What follows belongs to an exercise in optimizing a design on an open flow for small area and a short achievable clock period; a production flow would make more cautious choices. Function was checked by simulation only, so behaviour that the tests miss may differ from the original. Power figures rest on the tool's default switching activity, not on a simulated workload.

Setup of alpha:
## new_alu
module new_alu(i_op, i_arg_A, i_arg_B, i_clk, i_reset, o_result, o_status, o_op_rdy, o_alu_error);
	input  logic [3:0] i_op;
	input  logic [7:0] i_arg_A;
	input  logic [7:0] i_arg_B;
	input  logic       i_clk;
	input  logic       i_reset;
	output logic [7:0] o_result;
	output logic [3:0] o_status;
	output logic       o_op_rdy;
	output logic       o_alu_error;
	logic [7:0] res;
	logic [3:0] st;
	alu_core core(.i_op(i_op), .i_arg_A(i_arg_A), .i_arg_B(i_arg_B), .res(res), .st(st));
	always_ff @(posedge i_clk) begin
		if (!i_reset) begin
			o_result <= 8'd0;
			o_status <= 4'd0;
		end else begin
			o_result <= res;
			o_status <= st;
		end
	end
	assign o_alu_error = o_status[0];
	assign o_op_rdy = ~o_status[0];
endmodule
==> flow/config.mk <==
export PLATFORM = sky130hd
export DESIGN_NAME = new_alu
export DESIGN_NICKNAME = new_alu
export VERILOG_FILES = /design/flow/design.v
export SDC_FILE = /design/flow/constraint.sdc
export NUM_CORES = 4
export LEC_CHECK = 0
export ABC_AREA = 1
export CAP_MARGIN = 20
export CORE_MARGIN = 2
export CORE_UTILIZATION = 70
export SLEW_MARGIN = 20
==> flow/constraint.sdc <==
create_clock -name core_clock -period 18.0 [get_ports {i_clk}]
set_input_delay 3.6000 -clock core_clock [delete_from_list [all_inputs] [get_ports {i_clk}]]
set_output_delay 3.6000 -clock core_clock [all_outputs]
set_load 0.01 [all_outputs]
standard.sh (not shown) runs the stock make flow with config.mk's settings and CLKGATE_MAP_FILE= SYNTH_SCRIPT=/design/flow/synth_recipe.tcl, a recipe that flattens the netlist after the stock synthesis.
==> flow/flow/run.sh <==
#!/bin/bash
# The standard layout (standard.sh), with these changes:
# - Yosys's full/half-adder cell extraction off (ADDER_MAP_FILE empty), so that
#   ABC maps the adders' logic together with the rest;
# - the port buffers are sky130_fd_sc_hd__buf_2 cells;
# - repair_timing aims at 0 ns of setup slack (SETUP_SLACK_MARGIN).
set -euo pipefail
bash standard.sh ADDER_MAP_FILE= "BUFFER_PORTS_ARGS=-buffer_cell sky130_fd_sc_hd__buf_2" SETUP_SLACK_MARGIN=0 finish > standard.log 2>&1
Here is what was changed in the inputs of beta compared with alpha.
==> flow/flow/run.sh <==
#!/bin/bash
# The standard layout, with Yosys's full/half-adder cell extraction turned off
# (ADDER_MAP_FILE empty) so that ABC maps the adders' logic with the rest.
set -euo pipefail
bash standard.sh ADDER_MAP_FILE= finish > standard.log 2>&1
--- a/flow/config.mk
+++ b/flow/config.mk
@@ -9,4 +9,4 @@
 export CAP_MARGIN = 20
 export CORE_MARGIN = 2
-export CORE_UTILIZATION = 70
+export CORE_UTILIZATION = 40
 export SLEW_MARGIN = 20
- Looking at power, beta sits 2.6% higher than alpha does.
- Lower layout buffering overhead excluding clock cells goes to alpha over beta.
- Diff alpha -> beta: final hold slack rose 0.35 ns; HPWL after detailed placement now sits higher.
- beta contains fewer vias than alpha.
- Every stage of the flow completed for beta, and the final layout passed the timing, DRC and antenna checks.
- Core utilization: lower on beta
### beta -> gamma
==> flow/flow/run.sh <==
#!/bin/bash
# The standard layout, with two changes:
# - Yosys's full/half-adder cell extraction off (ADDER_MAP_FILE empty), so that
#   ABC maps the adders' logic together with the rest;
# - repair_timing aims at 9 ns of setup slack (SETUP_SLACK_MARGIN), i.e. it
#   keeps sizing and buffering until the paths fit in 18 - 9 ns.
set -euo pipefail
bash standard.sh ADDER_MAP_FILE= SETUP_SLACK_MARGIN=9 finish > standard.log 2>&1
--- outcome ---
- Per the final summary, gamma finished and its layout is clean on timing, DRC and antenna.
- Going from beta to gamma, all-layer global routing usage grows by 0.21 points.
- Between beta and gamma, the wire length the detailed router placed on met1 is higher for gamma.
- The final reports for gamma and beta show met3 global-route usage lower in the former.
- gamma leaves more setup margin than beta.
- gamma against beta: transition time at the pin with the least slew margin lost 0.086 ns, power dissipated in the clock network neither gained nor lost much, fraction of power consumed by combinational cells picked up an extra 2.6 points.
- Status: maximum vdd drop parity (beta, gamma)
- Cmp gamma vs beta: final critical delay including setup and external delays lower in gamma
- The lower number of violations reported at the end of detailed-routing iteration 0 of beta and gamma is in beta.
- The standard cells in gamma occupy more silicon area than those in beta do.
[inputs] delta vs gamma
==> flow/flow/run.sh <==
#!/bin/bash
# The standard layout (standard.sh), with these changes:
# - Yosys's full/half-adder cell extraction off (ADDER_MAP_FILE empty), so that
#   ABC maps the adders' logic together with the rest;
# - the port buffers are sky130_fd_sc_hd__buf_2 cells;
# - repair_timing aims at 9 ns of setup slack (SETUP_SLACK_MARGIN).
set -euo pipefail
bash standard.sh ADDER_MAP_FILE= "BUFFER_PORTS_ARGS=-buffer_cell sky130_fd_sc_hd__buf_2" SETUP_SLACK_MARGIN=9 finish > standard.log 2>&1
--- a/flow/config.mk
+++ b/flow/config.mk
@@ -9,4 +9,4 @@
 export CAP_MARGIN = 20
 export CORE_MARGIN = 2
-export CORE_UTILIZATION = 40
+export CORE_UTILIZATION = 70
 export SLEW_MARGIN = 20
[summary]
delta vs. gamma: per-cell routed wire length up about 9%; design area down 7.6%; maximum net fanout on the critical path up 13. Going from gamma to delta, final worst-path cycle share grows by 2.9 points. NOTE: routed wire length in delta exceeds that of gamma. Relative to gamma, delta degrades final critical delay including setup and external delays. From gamma to delta the numbers moved as follows: met3 routing resource usage after global routing +4.8 points, clock share of power up 1.0 points. delta against gamma; violation count after the first detailed-routing iteration is up by more than 100%. In the final design statistics, delta uses fewer standard cells in total than gamma.
The inputs of epsilon differ from those of delta as listed below.
==> flow/flow/run.sh <==
#!/bin/bash
# The standard layout (standard.sh), with these changes:
# - Yosys's full/half-adder cell extraction off (ADDER_MAP_FILE empty), so that
#   ABC maps the adders' logic together with the rest;
# - the port buffers are sky130_fd_sc_hd__buf_2 cells;
# - extra make settings: RECOVER_POWER=100 SETUP_SLACK_MARGIN=8.5
set -euo pipefail
bash standard.sh ADDER_MAP_FILE= "BUFFER_PORTS_ARGS=-buffer_cell sky130_fd_sc_hd__buf_2" RECOVER_POWER=100 SETUP_SLACK_MARGIN=8.5 finish > standard.log 2>&1
==> comparison <==
- Across epsilon and delta, the outcome is the same: a clean finish for every run.
- Per the comparison of epsilon with delta, slew of the pin with the lowest slew margin rose by 0.015 ns; placement-stage worst setup slack stayed essentially flat.
- Compared to delta, epsilon has worst setup slack after layout 0.58 ns lower.
- Re data-path buffer share of cell area in the final layout: epsilon is 5.3 points down on delta.
- epsilon gives less combinational power than delta did.
- | cell area | epsilon vs delta | 13% lower |
- Cell count (higher): delta

[separate check: timing with driven ports]
Ports are ideal in the flow. The routed layouts listed here were re-timed in OpenROAD.
Step 1, drivers: a clkbuf_16 drives i_clk and a buf_2 each remaining input, both assumed.
Step 2, shift: input delay + t, output delay - t, t = (earliest + latest rising clock arrival at the registers) / 2. This alone moves slack from input paths to output paths.
a / b / c = no drivers / after step 1 / after step 2; a / b = the first two.
| run | t, ns | slack for setup (ns) | cell pins on the clock port's net |
|---|---|---|---|
| alpha | 0.260 | 8.899 / 8.898 / 8.638 | 1 |
| beta | 0.256 | 7.942 / 7.943 / 7.687 | 1 |
| gamma | 0.255 | 9.420 / 9.420 / 9.166 | 1 |
| delta | 0.266 | 8.894 / 8.893 / 8.627 | 1 |
| epsilon | 0.263 | 8.319 / 8.319 / 8.056 | 1 |
After both steps setup and hold are still met in every run listed. For delta, which loses most, drivers alone change the setup slack by -0.001 ns; drivers and shift together by -0.267 ns.
